What follows belongs to an exercise in optimizing a design on an open flow for a short achievable clock period and few clock cycles; a production flow would make more cautious choices.
Where RTL was checked, it was by simulation tests only, not by an equivalence proof against the original.
The RTL of run 1 was laid out without a check of its function.
Power is estimated from default activity; no workload was simulated.

==> design.v <==
module ControlUnit(
  input [10 : 0] OpCode,
  output Reg2Loc,
  output Branch,
  output MemRead,
  output MemtoReg,
  output [1:0]Aluop,
  output MemWrite,
  output AluSrc,
  output RegWrite
);
reg [8:0] outcome;
assign  {Reg2Loc ,AluSrc ,MemtoReg ,RegWrite ,MemRead ,MemWrite ,Branch } = outcome[8:2];
assign Aluop = outcome[1:0];
always @( OpCode )
casex(OpCode)
	11'b10001011000: outcome = 9'b000100010;  
	11'b11001011000: outcome = 9'b000100010;  
	11'b10001010000: outcome = 9'b000100010;  
	11'b10101010000: outcome = 9'b000100010;  
        11'b11111000010: outcome = 9'b011110000;
        11'b11111000000: outcome = 9'b110001000;
        11'b10110100xxx: outcome = 9'b101000101;
	default: outcome = 9'b000000000;
endcase
endmodule
module ALUControl (ALUOp, instruction, code);
    input [1:0] ALUOp;
    input [10:0] instruction;
    output reg [3:0] code;
    always @ (ALUOp, instruction) begin
        casex(ALUOp)
            2'b00: code = 4'b0010;
            2'bx1: code = 4'b0111;
            2'b1x: 
                casex(instruction)
                    11'b10001011000: code = 4'b0010;
                    11'b11001011000: code = 4'b0110;
                    11'b10001010000: code = 4'b0000;
                    11'b10101010000: code = 4'b0001;
                    default: code = 4'b0010;
                endcase
		default: code = 4'b0010;
        endcase
    end
endmodule 
module alu(
	input [63:0] A,B,   
        input [3:0] ALU_Sel, 
        output [63:0] ALU_Out,  
        output z  
	);
    	reg [63:0] ALU_Result;
    	assign ALU_Out = ALU_Result;
	reg z_Result;
	assign z = z_Result; 
    	always @(A,B,ALU_Sel)	
    	begin
        case(ALU_Sel) 
		4'b0000:  
        		ALU_Result = A & B ;
        	4'b0001:  
        		ALU_Result = A | B ;
        	4'b0010:  
           		ALU_Result = A + B;
         	4'b0110:  
           		ALU_Result = A - B;
         	4'b0111:  
           		ALU_Result = B;
          	4'b1100:  
           		ALU_Result = ~(A | B);
		default:
			ALU_Result = 64'b0;
        endcase
	if(ALU_Result == 64'b0)
	begin 
		z_Result = 1;
	end
	else
	begin
		z_Result = 0;
	end
    end
endmodule
module registerBank(register1 ,register2 ,register3 ,datain ,clk ,regwrite ,dataout1 ,dataout2);
input[4:0] register1;
input[4:0] register2;
input[4:0] register3;
input[63:0] datain;
input clk;
input regwrite;
output[63:0] dataout1;
output[63:0] dataout2;
reg [63:0] Bank [0:31];
always @ (posedge clk ) 
begin
	if (regwrite == 1'b1)
		Bank[register3] <= datain;
end
assign dataout1 = Bank[register1];
assign dataout2 = Bank[register2];
endmodule 
module SignExtend( extend, extended );
input[31:0] extend;
output[63:0] extended;
reg[63:0] extended;
always@(extend)
begin
    if (extend[31:26] == 6'b000101)  
	begin
        extended[25:0] = extend[25:0];
        extended[63:26] = {38{extended[25]}};
    end 
	else if (extend[31:24] == 8'b10110100) 
	begin 
        extended[18:0] = extend[23:5];
        extended[63:19] = {45{extended[18]}};
    end 
	else 
	begin 
        extended[8:0] = extend[20:12];
        extended[63:9] = {55{extended[8]}};
    end
end
endmodule 
module ShiftUnit #(parameter n = 64) (input_data, output_data);
    input [n - 1 : 0] input_data;
    output[n - 1 : 0] output_data;
    assign output_data = input_data << 2;
endmodule 
module adder(a,b,out);
	parameter size = 64;
	input [size - 1:0] a;
	input [size - 1:0] b;
	output [size - 1:0] out;
	assign out = a+b ;
endmodule 
module multiplexer(a,b,select,result);
	parameter size = 64;
    input [size -1:0] a;
    input [size -1:0] b;
    input select;
    output[size -1:0] result;
     assign result = (select)? b : a;
endmodule 
module pc(clk, rst, oldpc,newpc);
parameter size = 64;
input clk;
input rst;
input [size-1:0] oldpc;
output reg [size-1:0] newpc;
always @(posedge clk)
begin
if(rst)
	newpc<=0;
else
	newpc <= oldpc;
end
endmodule
module arm_core (
    input  wire        clk,
    input  wire        rst,
    output wire [63:0] imem_addr,
    input  wire [31:0] imem_rdata,
    output wire [63:0] dmem_addr,
    output wire [63:0] dmem_wdata,
    output wire        dmem_we,
    input  wire [63:0] dmem_rdata
);
localparam [10:0] OP_ADD  = 11'b10001011000;
localparam [10:0] OP_SUB  = 11'b11001011000;
localparam [10:0] OP_AND  = 11'b10001010000;
localparam [10:0] OP_ORR  = 11'b10101010000;
localparam [10:0] OP_LDUR = 11'b11111000010;
localparam [10:0] OP_STUR = 11'b11111000000;
localparam [7:0]  OP_CBZ  = 8'b10110100;
reg  [63:2] pcF;
reg         vD;
reg  [31:0] irD;
reg  [63:2] pcD, pc4D;
reg         predD;
reg  [18:0] poffD;
reg         aluD, ldD, stD, cbzD;
reg  [1:0]  fnD;             
reg         vE, ldE, stE, weE;
reg  [1:0]  fnE;
reg  [4:0]  rdE;
reg  [63:0] aE, bE, sE;
reg         fAM, fAW, fBM, fBW, fSM, fSW;
reg         weM, ldM;
reg  [4:0]  rdM;
reg  [63:0] resM, sdM;
reg         zM;
reg         stOut;
reg         weW;
reg  [4:0]  rdW;
reg  [63:0] dataW;
reg  [63:0] rf [0:31];
reg  [31:0] zf;
reg  [31:0] bv;
reg  [11:7] btag [0:31];
reg  [18:0] boff [0:31];
assign imem_addr  = {pcF, 2'b00};
assign dmem_addr  = resM;
assign dmem_wdata = sdM;
assign dmem_we    = stOut;
wire [63:2] pc4F = pcF + 62'd1;
wire [4:0]  biF  = pcF[6:2];
wire        hitF = bv[biF] & (btag[biF] == pcF[11:7]);
wire [18:0] offF = boff[biF];
wire [63:2] tgtF = pcF + {{43{offF[18]}}, offF};
wire [10:0] opF  = imem_rdata[31:21];
wire        aluF = (opF == OP_ADD) | (opF == OP_SUB) | (opF == OP_AND) | (opF == OP_ORR);
wire        ldF  = (opF == OP_LDUR);
wire        stF  = (opF == OP_STUR);
wire        cbzF = (imem_rdata[31:24] == OP_CBZ);
wire [1:0]  fnF  = {~imem_rdata[24], imem_rdata[24] ? imem_rdata[30] : imem_rdata[29]};
wire [4:0] rn = irD[9:5];
wire [4:0] rm = irD[20:16];
wire [4:0] rt = irD[4:0];
wire [4:0] rb = aluD ? rm : rt;
wire useA = aluD | ldD | stD;
wire useB = aluD | stD;
wire wE = vE & weE;
wire wM = weM;
wire wW = weW;
wire stall_ld  = vE & ldE & ((useA & rdE == rn) | (useB & rdE == rb) | (cbzD & rdE == rt));
wire stall_cbz = cbzD & wM & ldM & (rdM == rt) & ~(wE & rdE == rt);
wire stallD    = vD & (stall_ld | stall_cbz);
wire [63:0] rfA = (wW & rdW == rn) ? dataW : rf[rn];
wire [63:0] rfB = (wW & rdW == rb) ? dataW : rf[rb];
wire [63:0] immD = {{55{irD[20]}}, irD[20:12]};
wire [63:2] tgtD = pcD + {{45{irD[23]}}, irD[23:5]};
wire zE;
wire zW = (dataW == 64'd0);
wire zD = (wE & rdE == rt) ? zE :
          (wM & rdM == rt) ? zM :
          (wW & rdW == rt) ? zW : zf[rt];
wire takenD   = cbzD & zD;
wire redirect = vD & ~stallD & ((takenD != predD) | (takenD & (poffD != irD[23:5])));
wire [63:2] redirPC = takenD ? tgtD : pc4D;
wire [63:0] opA = fAM ? resM : fAW ? dataW : aE;
wire [63:0] opB = fBM ? resM : fBW ? dataW : bE;
wire [63:0] opS = fSM ? resM : fSW ? dataW : sE;
wire [63:0] sumE = opA + (fnE[0] ? ~opB : opB) + {63'd0, fnE[0]};
wire [63:0] resE = fnE[1] ? (fnE[0] ? (opA | opB) : (opA & opB)) : sumE;
wire zAdd = (((opA ^ opB) ^ {(opA | opB), 1'b0}) == 64'd0);
wire zSub = (opA == opB);
wire zAnd = ((opA & opB) == 64'd0);
wire zOrr = ((opA | opB) == 64'd0);
assign zE = fnE[1] ? (fnE[0] ? zOrr : zAnd) : (fnE[0] ? zSub : zAdd);
integer i;
always @(posedge clk) begin
    if (rst)            pcF <= 62'd0;
    else if (redirect)  pcF <= redirPC;
    else if (stallD)    pcF <= pcF;
    else if (hitF)      pcF <= tgtF;
    else                pcF <= pc4F;
    if (rst | redirect) vD <= 1'b0;
    else if (!stallD) begin
        vD    <= 1'b1;
        irD   <= imem_rdata;
        pcD   <= pcF;
        pc4D  <= pc4F;
        predD <= hitF;
        poffD <= offF;
        aluD  <= aluF;
        ldD   <= ldF;
        stD   <= stF;
        cbzD  <= cbzF;
        fnD   <= fnF;
    end
    if (rst) bv <= 32'd0;
    else if (vD & ~stallD & (cbzD | predD)) begin
        if (takenD) begin
            bv[pcD[6:2]]   <= 1'b1;
            btag[pcD[6:2]] <= pcD[11:7];
            boff[pcD[6:2]] <= irD[23:5];
        end else if (predD)
            bv[pcD[6:2]]   <= 1'b0;
    end
    vE  <= ~rst & vD & ~stallD & (aluD | ldD | stD);
    ldE <= ldD;
    stE <= stD;
    weE <= aluD | ldD;
    fnE <= aluD ? fnD : 2'b00;
    rdE <= rt;
    aE  <= rfA;
    bE  <= aluD ? rfB : immD;
    sE  <= rfB;
    fAM <= wE & ~ldE & rdE == rn;
    fAW <= ~(wE & rdE == rn) & wM & rdM == rn;
    fBM <= aluD & wE & ~ldE & rdE == rm;
    fBW <= aluD & ~(wE & rdE == rm) & wM & rdM == rm;
    fSM <= wE & ~ldE & rdE == rt;
    fSW <= ~(wE & rdE == rt) & wM & rdM == rt;
    weM   <= ~rst & vE & weE;
    ldM   <= ldE;
    rdM   <= rdE;
    resM  <= resE;
    sdM   <= opS;
    zM    <= zE;
    stOut <= ~rst & vE & stE;
    weW   <= ~rst & weM;
    rdW   <= rdM;
    dataW <= ldM ? dmem_rdata : resM;
    if (weW) begin
        rf[rdW] <= dataW;
        zf[rdW] <= zW;
    end
end
endmodule
==> flow/run.sh <==
#!/bin/bash
# Standard ORFS layout, with timing repair asked to aim for a large setup
# slack so that the design is optimised well below the design's period.
set -euo pipefail
MARGIN=${MARGIN:-13.3}
bash standard.sh SETUP_SLACK_MARGIN=$MARGIN finish > make_finish.log 2>&1
==> standard.sh <==
#!/bin/bash
# synth_recipe.tcl (not shown) runs the flow's synth.tcl, then flattens the netlist and writes it again
# the make line also repeats each setting of config.mk as NAME=value (left out here)
make -C /OpenROAD-flow-scripts/flow DESIGN_CONFIG=/design/flow/config.mk WORK_HOME=/design/flow/orfs CLKGATE_MAP_FILE= SYNTH_SCRIPT=/design/flow/synth_recipe.tcl "${@:-finish}"
==> config.mk <==
export PLATFORM = sky130hd
export DESIGN_NAME = arm_core
export DESIGN_NICKNAME = arm_core
export VERILOG_FILES = /design/flow/design.v
export SDC_FILE = /design/flow/constraint.sdc
export NUM_CORES = 8
export LEC_CHECK = 0
export ABC_CLOCK_PERIOD_IN_PS = 3000
export CAP_MARGIN = 20
export CORE_MARGIN = 2
export CORE_UTILIZATION = 40
export SLEW_MARGIN = 20
==> constraint.sdc <==
create_clock -name core_clock -period 18.0 [get_ports {clk}]
set_input_delay 3.6000 -clock core_clock [delete_from_list [all_inputs] [get_ports {clk}]]
set_output_delay 3.6000 -clock core_clock [all_outputs]
set_load 0.01 [all_outputs]
==> impl_metrics.csv, run 1 <==
group,metric,value,unit
synth,netlist.area_leader.share,0.542,
worst_setup_path,critPathKind,"reg -> reg",
sta,fmax,151,MHz
hold_path,worstHoldStart,"stE$_DFF_P_",
drt,avgViaCountPerCell,6.50,
worst_setup_path,path_common_cell,"buf_12",
worst_setup_path,arrival,7350,ps
power_and_ir_drop,power.density,127,nW/um2
floorplanning,start_util,0.402,
worst_setup_path,cp.required,18710,ps
synth,synth_ff_type,"edfxtp_1",
synth,yosys_warnings,1,
power_and_ir_drop,ir_drop,0.000105,V
grt,grt_usage,0.288,
synth,post-synth-top-area-cell,"edfxtp_1",
synth,yosysUniqueCellTypes,109,
hold_path,worst_hold_path.num_cells,1,
floorplanning,die_h,651,um
sta,slew_violations,0,
synth,yosysMostFrequentCell,"edfxtp_1",
drt,first_iter_violations,17300,
sta,rsz0062_at_grt,"yes",
floorplanning,io_pins,291,
clock_network,clk-insertion-delay-late,1040,ps
sta,relSlewSlack,0.162,
clock_network,htree_levels,5,
grt,antenna_found_initial,31,
clock_network,cts.sink_count,3479,
hold_path,hp-class,"reg -> reg",
drt,drcViolationCount,0,
drt,wirelength,631000,um
power_and_ir_drop,p_total,25.8,mW
worst_setup_path,cpMaxStageDelayCell,"mux4_2",
synth,async_reset_ff_frac,0,
floorplanning,die_w,651,um
worst_setup_path,r2r_setup_slack,11360,ps
worst_setup_path,worstSetupEndpointType,"flip-flop",
drt,postRouteAntennaNets,0,
sta,worst_pin_slew,1250,ps
drt,drt_pre_antenna_iters,6,
synth,ys_top_cells_by_area,"edfxtp_1, mux4_2, dfxtp_1, ha_1, nand2_1",
floorplanning,num_rows,237,
run_status,status,"no timing/DRC/antenna violations",
sta,period_minus_slack,6640,ps
sta,hold_viol,0,
worst_setup_path,crit_fanout,7,
placed_design,dp_hpwl,367000,um
placed_design,globalplace.congestion,0.965,
worst_setup_path,r2r_cells,32,
sta,setup_viol,0,
synth,ys_seq_elements,3479,
synth,synth-edff-count,3022,
clock_network,clkSlewWorstSetupHoldPaths,60,ps
layout,drive_above_1_share,0.327,
drt,vias,114000,
sta,fin_skew,146,ps
floorplanning,core,417000,um2
sta,finalSetupTns,0,ps
flow_run,drv_cap,0,
clock_network,cts.path.max_buffers,4,
grt,grt_first_pass_wirelength,869000,um
clock_network,cts_inserted_buffers,378,
clock_network,root_buffer,"clkbuf_16",
worst_setup_path,worst_r2r_endpoint,"boff[29][0]$_DFFE_PP_",
synth,netlist_top_cells_count,"edfxtp_1, mux4_2, nand2_1",
sta,setup_ws,11360,ps
clock_network,ctsHoldBuffers,0,
worst_setup_path,setup.worst_path.start_class,"flip-flop",
placed_design,place.port_buffers,288,
synth,postSynthAreaPerCell,15.4,um2
drt,wl_per_cell,35.9,um
clock_network,cts_tree,"yes",
hold_path,whs_endpoint,"stOut$_DFF_P_",
grt,overflow,0,
grt,grt_pass1_vias,111000,
layout,syn2layout_area_growth,21.7,%
floorplanning,die-area,424000,um2
placed_design,place_worst_setup_slack,7750,ps
worst_setup_path,slowest_delay,480,ps
grt,grt_max_degree,94,
layout,final_net_count,12200,
synth,synth_area,168000,um2
synth,synth_seq_area_share,0.596,
synth,synthCells,10900,
sta,period_share,0.369,
power_and_ir_drop,p_leak,68.7,nW
[repair_timing]
item,CTS,global route
pin swaps,187,127
endpoints found under the setup margin,1411,1329
cloned,113,22
gates resized for setup,2047,291
setup buffers,426,91
[worst max path at each step]
stage              start               endpoint  slack, ps  cells after the start
5_1_grt        flip-flop   pcF[60]$_SDFFE_PP0N_      11220                     30
2_1_floorplan  flip-flop         aluD$_DFFE_PP_       9940                     27
6_report       flip-flop  boff[29][0]$_DFFE_PP_      11360                     32
4_1_cts        flip-flop   pcF[55]$_SDFFE_PP0N_      11510                     29
3_3_place_gp   flip-flop   pcF[55]$_SDFFE_PP0N_       7750                     27
3_5_place_dp   flip-flop   pcF[55]$_SDFFE_PP0N_       7750                     27
[cell usage in the layout, fill, tap and decap left out, types with 63 or more instances in the layout]
cell             netlist  routed
buf_6                  2     350
and3_1                95      95
a31oi_1               95      72
ha_1                 323     259
xnor2_1              239     234
clkdlybuf4s50_1        0      96
nand2_1             1001     979
clkbuf_16              0     407
a311oi_1              73      71
a21oi_1              469     418
clkbuf_1             504      76
clkinv_1               1      63
dfxtp_4                0     149
mux4_2              1386    1386
buf_4                  9     466
nand3_1              212     205
and2_1                80      67
nor2_1               455     377
edfxtp_1            3022    3022
mux2_2               117     114
o21ai_0              343     291
nor2b_1               95      93
nand4_1              100     100
mux2i_1              206     202
dfxtp_1              457     250
buf_16                 0      91
inv_1                206     194
nor2_4                 0     105
buf_12                 1     133
a21o_1               133     133
xor2_1               151     147
[state kept, by name, indices dropped and copies added, names as in the netlist, 24 cells and up, named ones only]
register / count
pcF: 62
sdM: 64
btag: 160
dataW: 64
sE: 64
rf: 2048
resM: 64
bE: 64
zf: 32
pcD: 62
irD: 24
boff: 608
pc4D: 62
[report_power, final]
part	switching (mW)	internal [mW]
Combinational	4.71	3.00
Clock	3.39	4.52
Sequential	0.487	9.75
Total	8.59	17.3
[layout make-up]
| cell class | instances | area, um2 |
|---|---|---|
| fillers | 34500 | 213000 |
| flip-flops and latches | 3479 | 101000 |
| multi-input cells | 6463 | 67700 |
| repair buffers | 1212 | 15300 |
| clock buffers | 487 | 10300 |
| well taps | 5497 | 6880 |
| clock inverters | 213 | 2210 |
| inverters | 208 | 802 |
| diodes | 26 | 65.1 |
| repair inverters | 2 | 17.5 |
[critical path: cells and delay by family, from the launching register on]
family	cells	cell delay (ps)
adder cells (fa/ha/maj)	1	180
AND/OR/NAND/NOR	8	1440
AO/OA/AOI/OAI	4	1070
multiplexers	2	930
flip-flops	1	360
buffers and inverters	17	2290
[layer usage]
metal	global-route usage	vias up	routed length, um
met5	0	-	295
met4	0.144	16	38900
met3	0.0718	1522	74300
met2	0.441	8108	283000
met1	0.382	59400	234000
li1	-	45300	-
[cells by family after synthesis]
logic type / synth area share
compound gates: 0.0646
xor+xnor: 0.0205
fa+ha+maj: 0.0245
buf+inv: 0.0227
flops: 0.596
mux: 0.207
other cells: 0.0000224
simple gates: 0.0645
[through the flow]
| step | utilization | instances | hold slack [ps] | area (um2) |
|---|---|---|---|---|
| detailed placement | 0.427 | 16200 | 355 | 178000 |
| global placement | 0.426 | 16200 | 365 | 178000 |
| finish | 0.489 | 17600 | 432 | 204000 |
| global route | 0.489 | 17600 | 442 | 204000 |
| floorplan | - | 10900 | 329 | 169000 |
| CTS | 0.483 | 17400 | 429 | 201000 |
==> run 2: changes to the inputs <==
--- a/design.v
+++ b/design.v
@@ -182,11 +182,15 @@
 reg  [18:0] poffD;
 reg         aluD, ldD, stD, cbzD;
 reg  [1:0]  fnD;             
-reg         vE, ldE, stE, weE;
+reg         vE, ldE, stE, weE, cbzE;
 reg  [1:0]  fnE;
 reg  [4:0]  rdE;
 reg  [63:0] aE, bE, sE;
 reg         fAM, fAW, fBM, fBW, fSM, fSW;
+reg         predE, offokE;
+reg  [63:2] tgtE, pc4E;
+reg  [11:2] pcE;
+reg  [18:0] offE;
 reg         weM, ldM;
 reg  [4:0]  rdM;
 reg  [63:0] resM, sdM;
@@ -195,11 +199,20 @@
 reg         weW;
 reg  [4:0]  rdW;
 reg  [63:0] dataW;
+reg         zW;
 reg  [63:0] rf [0:31];
 reg  [31:0] zf;
 reg  [31:0] bv;
 reg  [11:7] btag [0:31];
 reg  [18:0] boff [0:31];
+reg         bu_set, bu_clr;
+reg  [4:0]  bu_idx;
+reg  [11:7] bu_tag;
+reg  [18:0] bu_off;
+reg         bue_set, bue_clr;
+reg  [4:0]  bue_idx;
+reg  [11:7] bue_tag;
+reg  [18:0] bue_off;
 assign imem_addr  = {pcF, 2'b00};
 assign dmem_addr  = resM;
 assign dmem_wdata = sdM;
@@ -231,14 +244,13 @@
 wire [63:0] rfB = (wW & rdW == rb) ? dataW : rf[rb];
 wire [63:0] immD = {{55{irD[20]}}, irD[20:12]};
 wire [63:2] tgtD = pcD + {{45{irD[23]}}, irD[23:5]};
-wire zE;
-wire zW = (dataW == 64'd0);
-wire zD = (wE & rdE == rt) ? zE :
-          (wM & rdM == rt) ? zM :
+wire        offokD = (poffD == irD[23:5]);
+wire lateD  = cbzD & wE & (rdE == rt);
+wire zD = (wM & rdM == rt) ? zM :
           (wW & rdW == rt) ? zW : zf[rt];
-wire takenD   = cbzD & zD;
-wire redirect = vD & ~stallD & ((takenD != predD) | (takenD & (poffD != irD[23:5])));
-wire [63:2] redirPC = takenD ? tgtD : pc4D;
+wire takenD    = cbzD & zD;
+wire redirectD = vD & ~stallD & ~lateD & ((takenD != predD) | (takenD & ~offokD));
+wire [63:2] redirPCD = takenD ? tgtD : pc4D;
 wire [63:0] opA = fAM ? resM : fAW ? dataW : aE;
 wire [63:0] opB = fBM ? resM : fBW ? dataW : bE;
 wire [63:0] opS = fSM ? resM : fSW ? dataW : sE;
@@ -248,11 +260,15 @@
 wire zSub = (opA == opB);
 wire zAnd = ((opA & opB) == 64'd0);
 wire zOrr = ((opA | opB) == 64'd0);
-assign zE = fnE[1] ? (fnE[0] ? zOrr : zAnd) : (fnE[0] ? zSub : zAdd);
-integer i;
+wire zE   = fnE[1] ? (fnE[0] ? zOrr : zAnd) : (fnE[0] ? zSub : zAdd);
+wire takenE    = zM;
+wire redirectE = vE & cbzE & ((takenE != predE) | (takenE & ~offokE));
+wire [63:2] redirPCE = takenE ? tgtE : pc4E;
+wire redirect = redirectE | redirectD;
 always @(posedge clk) begin
     if (rst)            pcF <= 62'd0;
-    else if (redirect)  pcF <= redirPC;
+    else if (redirectE) pcF <= redirPCE;
+    else if (redirectD) pcF <= redirPCD;
     else if (stallD)    pcF <= pcF;
     else if (hitF)      pcF <= tgtF;
     else                pcF <= pc4F;
@@ -270,30 +286,53 @@
         cbzD  <= cbzF;
         fnD   <= fnF;
     end
+    bu_set  <= ~rst & ~redirectE & vD & ~stallD & ~lateD & takenD;
+    bu_clr  <= ~rst & ~redirectE & vD & ~stallD & ~lateD & ~takenD & predD;
+    bu_idx  <= pcD[6:2];
+    bu_tag  <= pcD[11:7];
+    bu_off  <= irD[23:5];
+    bue_set <= ~rst & vE & cbzE & takenE;
+    bue_clr <= ~rst & vE & cbzE & ~takenE & predE;
+    bue_idx <= pcE[6:2];
+    bue_tag <= pcE[11:7];
+    bue_off <= offE;
     if (rst) bv <= 32'd0;
-    else if (vD & ~stallD & (cbzD | predD)) begin
-        if (takenD) begin
-            bv[pcD[6:2]]   <= 1'b1;
-            btag[pcD[6:2]] <= pcD[11:7];
-            boff[pcD[6:2]] <= irD[23:5];
-        end else if (predD)
-            bv[pcD[6:2]]   <= 1'b0;
+    else begin
+        if (bue_set) begin
+            bv[bue_idx]   <= 1'b1;
+            btag[bue_idx] <= bue_tag;
+            boff[bue_idx] <= bue_off;
+        end else if (bue_clr)
+            bv[bue_idx]   <= 1'b0;
+        if (bu_set) begin
+            bv[bu_idx]    <= 1'b1;
+            btag[bu_idx]  <= bu_tag;
+            boff[bu_idx]  <= bu_off;
+        end else if (bu_clr)
+            bv[bu_idx]    <= 1'b0;
     end
-    vE  <= ~rst & vD & ~stallD & (aluD | ldD | stD);
-    ldE <= ldD;
-    stE <= stD;
-    weE <= aluD | ldD;
-    fnE <= aluD ? fnD : 2'b00;
-    rdE <= rt;
-    aE  <= rfA;
-    bE  <= aluD ? rfB : immD;
-    sE  <= rfB;
-    fAM <= wE & ~ldE & rdE == rn;
-    fAW <= ~(wE & rdE == rn) & wM & rdM == rn;
-    fBM <= aluD & wE & ~ldE & rdE == rm;
-    fBW <= aluD & ~(wE & rdE == rm) & wM & rdM == rm;
-    fSM <= wE & ~ldE & rdE == rt;
-    fSW <= ~(wE & rdE == rt) & wM & rdM == rt;
+    vE     <= ~rst & ~redirectE & vD & ~stallD & (aluD | ldD | stD | lateD);
+    ldE    <= ldD;
+    stE    <= stD;
+    cbzE   <= cbzD;
+    weE    <= aluD | ldD;
+    fnE    <= aluD ? fnD : 2'b00;
+    rdE    <= rt;
+    aE     <= rfA;
+    bE     <= aluD ? rfB : immD;
+    sE     <= rfB;
+    fAM    <= wE & ~ldE & rdE == rn;
+    fAW    <= ~(wE & rdE == rn) & wM & rdM == rn;
+    fBM    <= aluD & wE & ~ldE & rdE == rm;
+    fBW    <= aluD & ~(wE & rdE == rm) & wM & rdM == rm;
+    fSM    <= wE & ~ldE & rdE == rt;
+    fSW    <= ~(wE & rdE == rt) & wM & rdM == rt;
+    predE  <= predD;
+    offokE <= offokD;
+    tgtE   <= tgtD;
+    pc4E   <= pc4D;
+    pcE    <= pcD[11:2];
+    offE   <= irD[23:5];
     weM   <= ~rst & vE & weE;
     ldM   <= ldE;
     rdM   <= rdE;
@@ -304,6 +343,7 @@
     weW   <= ~rst & weM;
     rdW   <= rdM;
     dataW <= ldM ? dmem_rdata : resM;
+    zW    <= ldM ? (dmem_rdata == 64'd0) : zM;
     if (weW) begin
         rf[rdW] <= dataW;
         zf[rdW] <= zW;
==> run 2 against run 1 <==
Net effect:
- still clean on timing, DRC and antenna
- worst setup slack better by 910 ps
- via count is 9.9% higher
- utilization decreased by 0.71 points
- critical endpoint is now resM[54]$_DFF_P_
- largest cell class unchanged
==> impl_metrics.csv, run 2 <==
group,metric,value,unit
run_status,status,"no timing/DRC/antenna violations",
worst_setup_path,crit_path_cell_trace,"buf_12, buf_16, buf_12, buf_12, clkbuf_16, buf_12, mux4_2, mux4_2, a211oi_4, o31a_1, inv_2, ha_4, nand2_4, nor2_4, nand3_2, a21oi_4, nand3_2, a2111oi_4, o221ai_4, a211o_1, nand2_2, a21oi_2, xnor2_1, o21ai_1",
placed_design,dp_hpwl,396000,um
clock_network,cts.path.max_buffers,4,
worst_setup_path,slowest_delay,510,ps
sta,fin_skew,122,ps
synth,async_reset_ff_frac,0,
layout,final_cell_mix,"edfxtp_1, mux4_2, nand2_1",
power_and_ir_drop,p_leak,74.3,nW
layout,layout_commonest_cell,"edfxtp_1",
drt,wirelength,703000,um
power_and_ir_drop,p_sw_frac,0.309,
floorplanning,die_h,679,um
clock_network,cts_inserted_buffers,395,
hold_path,worstHoldStart,"pc4D[45]$_DFFE_PP_",
worst_setup_path,startpoint,"offE[0]$_DFF_P_",
worst_setup_path,critPathKind,"reg -> reg",
sta,fmax,175,MHz
synth,postSynthAreaPerCell,14.9,um2
layout,syn2layout_area_growth,20.1,%
synth,post-synth-top-area-cell,"edfxtp_1",
worst_setup_path,worstSetupEndpointType,"flip-flop",
layout,drive_above_1_share,0.369,
power_and_ir_drop,seqPwrFrac,0.419,
sta,setup_viol,0,
sta,slew_violations,0,
clock_network,clkSlewWorstSetupHoldPaths,60,ps
drt,drcViolationCount,0,
sta,rsz0062_at_grt,"yes",
synth,ys_top_cells_by_area,"edfxtp_1, mux4_2, dfxtp_1, mux2_2, nand2_1",
power_and_ir_drop,ir_drop,0.0000880,V
worst_setup_path,setup.worst_path.start_class,"flip-flop",
grt,grt_first_pass_wirelength,969000,um
synth,yosysMostFrequentCell,"edfxtp_1",
layout,final_net_count,13400,
grt,overflow,0,
synth,yosysUniqueCellTypes,91,
worst_setup_path,cp.required,18890,ps
synth,synth-edff-count,3022,
worst_setup_path,r2r-start,"offE[0]$_DFF_P_",
worst_setup_path,crit_fanout,5,
synth,yosys_warnings,1,
layout,largest_reg_flops,2048,
floorplanning,io_pins,291,
layout,regMostFlops,"rf",
placed_design,globalplace.congestion,0.967,
synth,synth_area,183000,um2
clock_network,cts.sink_count,3664,
drt,drt_pre_antenna_iters,6,
grt,grt_usage,0.295,
grt,grt_pass1_vias,122000,
grt,antenna_found_initial,42,
drt,vias,126000,
sta,worst_pin_slew,1310,ps
drt,wl_per_cell,36.4,um
floorplanning,die-area,462000,um2
floorplanning,num_rows,248,
flow_run,drv_cap,0,
synth,synth_ff_type,"edfxtp_1",
clock_network,clk-insertion-delay-late,1060,ps
layout,n_fill_cell,38200,
hold_path,hp-class,"reg -> reg",
drt,postRouteAntennaNets,0,
power_and_ir_drop,switchingPower,7.79,mW
synth,netlist_top_cells_count,"edfxtp_1, mux4_2, nand2_1",
placed_design,place.port_buffers,288,
sta,finalSetupTns,0,ps
synth,ys_seq_elements,3664,
power_and_ir_drop,power_frac_comb,0.252,
clock_network,ctsHoldBuffers,0,
grt,grt_max_degree,83,
clock_network,htree_levels,5,
power_and_ir_drop,p_clk_frac,0.329,
placed_design,placed_cell_area,194000,um2
worst_setup_path,path_common_cell,"buf_12",
sta,period_minus_slack,5730,ps
worst_setup_path,cpLargestDelayFamily,"compound AO/OA/AOI/OAI gates",
power_and_ir_drop,power.density,115,nW/um2
floorplanning,die_w,679,um
power_and_ir_drop,intPower,17.4,mW
worst_setup_path,crit_buf_inv,7,
drt,avgViaCountPerCell,6.50,
clock_network,cts_tree,"yes",
sta,period_share,0.318,
worst_setup_path,arrival,6620,ps
drt,first_iter_violations,17100,
layout,final_area,219000,um2
floorplanning,core,455000,um2
synth,synthCells,12300,
clock_network,root_buffer,"clkbuf_16",
sta,hold_viol,0,
synth,synth_seq_area_share,0.568,
floorplanning,start_util,0.401,
sta,relSlewSlack,0.125,
worst_setup_path,cpMaxStageDelayCell,"mux4_2",
synth,netlist.area_leader.share,0.497,
[run 2: changes by cell type after synthesis, moves of 50 or more]
| cell | previous run | this run |
|---|---|---|
| and2_1 | 80 | 30 |
| mux2_2 | 117 | 884 |
| nor2_1 | 455 | 385 |
| nand2_1 | 1001 | 1109 |
| clkbuf_1 | 504 | 743 |
| nor2b_1 | 95 | 170 |
| mux2i_1 | 206 | 268 |
| dfxtp_1 | 457 | 642 |
[run 2: area by class of cell]
cell class	count	area (um2)	share of cell area
multi-input cells	7427	79300	0.362
diodes	58	145	0.000662
flip-flops and latches	3664	104000	0.475
well taps	6000	7510	0.0342
clock inverters	201	2080	0.00947
inverters	225	861	0.00393
repair buffers	1231	14300	0.0652
clock buffers	531	10900	0.0498
[run 2: per-stage QoR]
step           std cells  hold slack, ps  setup slack (ps)  total power, mW  utilization
6_report           19300             361             12270             25.2        0.482
5_1_grt            19300             368             12200             25.8        0.482
4_1_cts            19100             342             12320             24.8        0.475
3_5_place_dp       17900             348              9430             15.6        0.426
3_3_place_gp       17900             340              9330             15.6        0.426
2_1_floorplan      12300             329             12280             13.5            -
[run 2: power by group through the flow]
stage	sequential (mW)	clock, mW	combinational, mW
after floorplan	10.7	0	2.80
after global placement	10.7	0	4.84
after detailed placement	10.7	0	4.90
after CTS	10.5	8.35	5.96
after global routing	10.6	8.68	6.59
final	10.5	8.29	6.34
[run 2: worst paths after layout]
check | end | slack, ps | cells past startpoint
setup / recovery | resM[54]$_DFF_P_ | 12270 | 24
hold / removal | pc4E[45]$_DFF_P_ | 360 | 0
setup reg to reg | resM[54]$_DFF_P_ | 12270 | 24
hold reg to reg | pc4E[45]$_DFF_P_ | 360 | 0
[run 2: metal layers]
layer | track usage | vias to the layer above | wire [um]
li1 | - | 50000 | -
met1 | 0.378 | 65100 | 254000
met2 | 0.455 | 8742 | 318000
met3 | 0.0687 | 1784 | 77800
met4 | 0.182 | 28 | 52300
met5 | 0 | - | 223
[run 2: cell families after synthesis]
logic type                 count (synthesis)  synth area share
DFF                                     3664             0.568
xor gates and xnor gates                 444            0.0214
AOI/OAI and AO/OA                       1693            0.0606
buffers and inverters                   1189            0.0255
and+or+nand+nor                         2388            0.0602
adders and majority gates                329            0.0227
other                                      1         0.0000205
muxes                                   2552             0.242
[run 2: repair_timing]
action / in CTS / in global routing
setup buffers: 403 / 137
gates cloned: 70 / 13
pin swaps: 217 / 254
resized for setup: 2040 / 340
endpoints found under the setup margin: 2161 / 608
Testbench counts of run 2, summed over its fixed seeds: cycles 47,175.

-- afterwards: timing with drivers on the ports --
The flow's constraints put no driver on any port. The routed layouts listed below were extracted and timed again, unchanged, in two steps. Step 1, drivers: a clkbuf_16 drives clk and a buf_2 each remaining input, both assumed. Step 2 times the ports against the registers' clock, not the clock port: input delays grow and output delays shrink by t, the midpoint of the rising clock arrivals with the driver on. a / b / c = ideal / step 1 / step 2; a / b = the first two.
| run | shift t [ns] | slack for setup (ns) | worst slew at a driven data input, ns | cell pins on the clock port's net |
|---|---|---|---|---|
| run 1 | 1.100 | 11.361 / 11.361 / 11.361 | 0.10 | 1 |
| run 2 | 1.118 | 12.274 / 12.274 / 11.897 | 0.06 | 1 |
After both steps every run listed still meets setup and hold. For run 2, which loses most, drivers alone change the setup slack by 0.000 ns; drivers and shift together by -0.377 ns.
